Background: an optimization exercise with open tools, aiming at small area. Do not read the settings as production practice.
Only simulation tests tie the RTL to the original design; equivalence was not proved.
Power is estimated from default activity; no workload was simulated.

==> flow/design.v, too long to show whole: its modules and the start of the top module <==
// module Main: 2583 lines
module Main(clk, vga_h_sync, vga_v_sync, vga_R, vga_G, vga_B, right, left, reset, start);
  // ...
==> flow/flow/run.sh <==
#!/bin/bash
# Layout flow: the standard flow (standard.sh) with these changes:
#  - synthesis: the logic is mapped with ABC's area-oriented mapper
#    (flow/abc_map.script) in place of ORFS's abc_area.script, and Yosys's
#    extract_fa (full/half adder extraction) is skipped; registers are made
#    exactly as in the standard synthesis;
#  - the port buffers are the smallest buffer;
#  - the clock tree is built from small clock buffers without dummy loads.
set -euo pipefail
HERE=$(pwd)
{
  cat <<EOT
proc abc {args} {
  set i [lsearch -exact \$args -script]
  if {\$i >= 0} { lset args [expr {\$i + 1}] $HERE/flow/abc_map.script }
  yosys abc {*}\$args
}
proc extract_fa {args} { puts "extract_fa skipped" }
EOT
  cat synth_recipe.tcl
} > my_synth.tcl
bash standard.sh SYNTH_SCRIPT=$HERE/my_synth.tcl synth > synth.log 2>&1
bash standard.sh MATCH_CELL_FOOTPRINT=0 "BUFFER_PORTS_ARGS=-buffer_cell sky130_fd_sc_hd__buf_1" \
  "CTS_ARGS=-sink_clustering_enable -repair_clock_nets -buf_list sky130_fd_sc_hd__clkbuf_8 -root_buf sky130_fd_sc_hd__clkbuf_8 -dont_use_dummy_load" \
  finish > layout.log 2>&1
==> flow/flow/abc_map.script <==
strash
dc2
dch
amap
topo
==> flow/standard.sh <==
#!/bin/bash
# synth_recipe.tcl (not shown) runs the flow's synth.tcl, then flattens the netlist and writes it again
# the make line also repeats each setting of config.mk as NAME=value (left out here)
make -C /OpenROAD-flow-scripts/flow DESIGN_CONFIG=/design/flow/config.mk WORK_HOME=/design/flow/orfs CLKGATE_MAP_FILE= SYNTH_SCRIPT=/design/flow/synth_recipe.tcl "${@:-finish}"
==> flow/config.mk <==
export PLATFORM = sky130hd
export DESIGN_NAME = Main
export DESIGN_NICKNAME = Main
export VERILOG_FILES = /design/flow/design.v
export SDC_FILE = /design/flow/constraint.sdc
export NUM_CORES = 4
export LEC_CHECK = 0
export ABC_AREA = 1
export CAP_MARGIN = 20
export CORE_MARGIN = 2
export CORE_UTILIZATION = 40
export PLACE_DENSITY = 0.6
export SLEW_MARGIN = 20
==> flow/constraint.sdc <==
create_clock -name core_clock -period 10.0 [get_ports {clk}]
set_input_delay 2.0000 -clock core_clock [delete_from_list [all_inputs] [get_ports {clk}]]
set_output_delay 2.0000 -clock core_clock [all_outputs]
set_load 0.01 [all_outputs]
==> impl_results.md, run 1 <==
* Met3 WL at 2000 um
* Worst EP required at 10.21 ns
* Sequential share of power at 0.558
* R2R depth at 19
* Pwr dens at 88.2 mW/mm^2
* Top Usage Layer GRT: met2
* Fin crit share at 0.576
* Largest cell class by area: multi-input gates
* # placed instances at 1099
* Remaining DRCs at 0
* Biggest regs: sc: 11 flops, X: 10 flops
* Sequential cells at 74
* Sequential cell area share at 0.243
* Routability Congestion at roughly 1.1
* Inverter count at around 120
* Crit path max fanout at 17
* GRT met1 Usage at 0.417
* Cell Area, Placed at 0.00598 mm^2
* Worst-skew pair later-pin latency at 0.38 ns
* Met3 usage at 0.0696
* Initial DRC count at 830
* CTS tree: done
* Crit-path cells: clkinv_1 > nor2_1 > nor2_1 > clkinv_1 > nor2_1 > nor3_1 > a21oi_1 > a31oi_1 > a31oi_1 > a211oi_1 > o2111a_1 > or2_0 > a2111oi_0 > a2111oi_0 > o31ai_1 > or4_1 > nor2_1 > or3_1 > o22ai_1
* Unique masters post-synth at 50
* Number of I/O pins at 10
* Core area at about 0.014 mm^2
* Cells after Synth at between 900 and 1000
* Switching Share at 0.274
* Reg2reg start: X[6]
* Logic power comb at 0.0491 mW
* Met2 usage at 0.497
* Setup Crit Path Kind: flip-flop to flip-flop
* Syn_nets at 911
* Vias after detailed routing at about 7000
* Outcome: finished clean
* Port bufs at 9
* Compound-gate portion of the synthesized area at 0.356
* Setup crit end: B
* Overall routing resource usage at 0.324
* ANT cells at 0
* H-Tree Depth at 3
* Max FFs per register at 11
* Total grt overflow at 0
* First-pass DRT Iterations at 6
* Largest family of logic cells by synthesized area: compound AO/OA/AOI/OAI gates
==> inputs of run 2 (changes only) <==
--- a/flow/flow/run.sh
+++ b/flow/flow/run.sh
@@ -20,6 +20,6 @@
   cat synth_recipe.tcl
 } > my_synth.tcl
 bash standard.sh SYNTH_SCRIPT=$HERE/my_synth.tcl synth > synth.log 2>&1
-bash standard.sh MATCH_CELL_FOOTPRINT=0 "BUFFER_PORTS_ARGS=-buffer_cell sky130_fd_sc_hd__buf_1" \
+bash standard.sh "BUFFER_PORTS_ARGS=-buffer_cell sky130_fd_sc_hd__buf_1" \
   "CTS_ARGS=-sink_clustering_enable -repair_clock_nets -buf_list sky130_fd_sc_hd__clkbuf_8 -root_buf sky130_fd_sc_hd__clkbuf_8 -dont_use_dummy_load" \
   finish > layout.log 2>&1
==> impl_results.md, run 2 <==
* Cell with the most instances after synthesis: nor2_1 (unchanged)
* Largest net degree at the start of global routing at 33 (unchanged)
* Routed Antenna Nets at 0 (unchanged)
* Area delta synth->final at 7.26% (unchanged)
* Cell area after synthesis at 0.00569 mm^2 (unchanged)
* Port bufs at 9 (unchanged)
* Worst path slowest cell: dfxtp_1 (unchanged)
* Die Ht at 123 um (unchanged)
* Endpoint arrival time on the critical path at 5.97 ns (about the same)
* Vias in the first global route at 6505 (unchanged)
* Largest Register: sc (unchanged)
* Rows at 43 (unchanged)
* First-pass DRT Iterations at 6 (unchanged)
* Syn_nets at 911 (unchanged)
* Hold crit path type: flip-flop to flip-flop (unchanged)
* Peak Freq at 174 MHz (unchanged)
* First-pass GRT wire length at 36800 um (unchanged)
* CP most frequent cell: nor2_1 (unchanged)
* Synthesized area per cell at 6.28 um^2 (unchanged)
* Post-cts resize count at 0 (unchanged)
* Outcome: finished clean (unchanged)
* Fin nets at 935 (unchanged)
* Final Util at 0.439 (unchanged)
* Worst EP required at 10.21 ns (about the same)
* Crit path max fanout at 17 (unchanged)
* Synth top area cells: dfxtp_1 (26%), nor2_1 (13%), clkinv_1 (8.2%) (unchanged)
* Max FFs per register at 11 (unchanged)
* H-Tree Depth at 3 (unchanged)
* Post-synth top cells: nor2_1 (204), clkinv_1 (124), o21ai_0 (78) (unchanged)
* Fin crit share at 0.576 (unchanged)
* Worst Skew at 0.0220 ns (unchanged)
* Setup TNS at 0 ns (unchanged)
* Initial core utilization at 0.410 (unchanged)
* Slew margin rel. at 0.368 (unchanged)
* R2R depth at 19 (unchanged)
* Vias after detailed routing at 7051 (unchanged)
* DR vias/cell at 6.36 (unchanged)
* Overall routing resource usage at 0.324 (unchanged)
* Post-place setup slack at 4.52 ns (unchanged)
* Fillers at 1548 (unchanged)
* CTS tree: done (unchanged)
* Buf/Inv on CP at 2 (unchanged)
* Reg2Reg Setup Slack at 4.24 ns (about the same)
* Layout cells sized above 1 at 0.0140 (unchanged)
* Remaining DRCs at 0 (unchanged)
* VDD IR-drop max at 0.0520 mV (unchanged)
* Primary FF master, synth: dfxtp_1 (unchanged)
* Initial antenna violation count at 0 (unchanged)
* Crit-path cells: clkinv_1 > nor2_1 > nor2_1 > clkinv_1 > nor2_1 > nor3_1 > a21oi_1 > a31oi_1 > a31oi_1 > a211oi_1 > o2111a_1 > or2_0 > a2111oi_0 > a2111oi_0 > o31ai_1 > or4_1 > nor2_1 > or3_1 > o22ai_1 (unchanged)
* Worst-skew pair later-pin latency at 0.38 ns (about the same)
* Cell depth of the worst min-delay path at 1 (unchanged)
* Hold_buf cts at 0 (unchanged)
* Sequential fraction of the synthesis area at 0.261 (unchanged)
* DR WL/cell at 21.6 um (unchanged)
* CP startpoint kind: flip-flop (unchanged)
* Worst R2R End: B (unchanged)
* Total grt overflow at 0 (unchanged)
* Worst Setup Slack, final at 4.24 ns (unchanged)
* CP peak stage delay at 0.75 ns (about the same)
* Clock Sinks at 74 (unchanged)
* Worst Tran Pin Value at 0.940 ns (unchanged)
* Synthesis-stage register bit count at 74 (unchanged)
* Number of I/O pins at 10 (unchanged)
* Ys Warns at 1 (unchanged)
* Commonest non-fill, non-tap cell in the layout: nor2_1 (unchanged)
* Most frequent cells in the layout: nor2_1 (204), clkinv_1 (124), o21ai_0 (78), dfxtp_1 (74), nand2_1 (74) (unchanged)
* Number of synthesized flops with an enable pin at 0 (unchanged)
* Post-Route WL at 23900 um (unchanged)
* Worst Setup End Kind: flip-flop (unchanged)
* Top cell type's share of synthesized area at 0.261 (unchanged)
* Unique masters post-synth at 50 (unchanged)
* Pwr dens at 88.2 mW/mm^2 (unchanged)
* Post-synth top area cell: dfxtp_1 (unchanged)
* Clock Pin Slew Worst Setup and Hold Paths at 0.07 ns (about the same)
* Fin. Hold Viols at 0 (unchanged)
* Cells after Synth at 906 (unchanged)
* RSZ-0062 raised after global routing: no (unchanged)
* Routability Congestion at 1.08 (unchanged)
* Die ar. at 0.0152 mm^2 (unchanged)
* Core area at 0.0139 mm^2 (unchanged)
* Initial DRC count at 830 (unchanged)
* Reg2reg start: X[6] (unchanged)
* Clock Path Buffers at 2 (unchanged)
* Setup Crit Path Kind: flip-flop to flip-flop (unchanged)
* Cts bufs inserted at 9 (unchanged)
* Max-cap violation count at 0 (unchanged)
* Final HPWL DP at 18200 um (unchanged)
* Final min period at 5.76 ns (unchanged)
* Synth async-reset ratio at 0 (unchanged)
* Worst Hold Endpoint: vga_R (unchanged)
* Final Max Tran Viols at 0 (unchanged)
* Leakage at 1.91 nW (unchanged)
* Setup bufs post-CTS at 0 (unchanged)
* CTS Root Cell: clkbuf_8 (unchanged)
* Largest delay contributor family on the critical path: compound AO/OA/AOI/OAI gates (unchanged)
* ANT cells at 0 (unchanged)
* Worst Hold Launch: R (unchanged)
* Final Setup Violations at 0 (unchanged)
* Die width at 123 um (unchanged)
* Biggest regs: sc: 11 flops, X: 10 flops (unchanged)
-- run 2: report_power, final --
part           switching (mW)  internal (mW)
Combinational          0.0363         0.0127
Clock                   0.108         0.0804
Sequential            0.00293          0.297
-- run 2: per-layer routing --
layer / global-route usage / up-vias / routed length, um
met4: 0.191 / 0 / 1510
li1: - / 3363 / -
met3: 0.0696 / 92 / 2000
met5: 0 / - / 0
met1: 0.417 / 3239 / 10100
met2: 0.497 / 357 / 10300
-- run 2: cell type report --
cell class,count,area (um^2),share of cell area
timing repair buffer,13,63.8,0.0105
clock buffer,9,124,0.0203
inverter,124,465,0.0763
sequential,74,1480,0.243
tap,180,225,0.0369
multi-input combinational,708,3740,0.613
-- run 2: cell families after synthesis --
family	synth area share
compound gates	0.356
simple gates	0.300
buf+inv	0.0818
flops	0.261
xor+xnor	0.00154
-- run 2: how the worst max path moves through the flow --
stage / from / endpoint / slack, ns / depth (start not counted)
global placement: X[6] / B / 4.58 / 19
CTS: X[6] / B / 4.49 / 19
finish: X[6] / B / 4.24 / 19
floorplan: X[0] / B / 5.45 / 21
global route: X[6] / B / 3.92 / 21
detailed placement: X[6] / B / 4.52 / 19
-- run 2: through the flow --
step / instance area [um^2] / total power [mW] / instances / hold slack (ns)
floorplan: 5690 / 0.337 / 906 / 0.414
global placement: 5980 / 0.356 / 1099 / 0.441
detailed placement: 5980 / 0.355 / 1099 / 0.441
CTS: 6100 / 0.543 / 1108 / 0.459
global route: 6100 / 0.558 / 1108 / 0.466
finish: 6100 / 0.538 / 1108 / 0.449
-- run 2: worst register-to-register path: cells and delay by family (launching register included) --
family / cells / cell delay, ns
flops: 1 / 0.75
buf+inv: 2 / 0.67
simple gates: 8 / 1.91
compound gates: 9 / 2.25

[what the ideal ports hide]
How much do the figures lean on ideal ports? The routed layouts below were timed once more, with nothing changed but the port constraints. Step 1: set_driving_cell puts a clkbuf_16 on clk and a buf_2 on each other input, an assumption about the parent block. Step 2 also shifts input and output timing later by t, the mid clock arrival at the registers, as if the neighbouring blocks saw the same clock. a / b / c = no drivers / after step 1 / after step 2; a / b = the first two.
| run | t (ns) | setup slack, ns | latest minus earliest clock arrival (ns) | worst data-port slew with drivers (ns) |
|---|---|---|---|---|
| run 1 | 0.407 | 4.244 / 4.244 / 4.244 | 0.023 / 0.023 | 0.03 |
| run 2 | 0.407 | 4.244 / 4.244 / 4.244 | 0.023 / 0.023 | 0.03 |
After both steps every run listed still meets setup and hold.
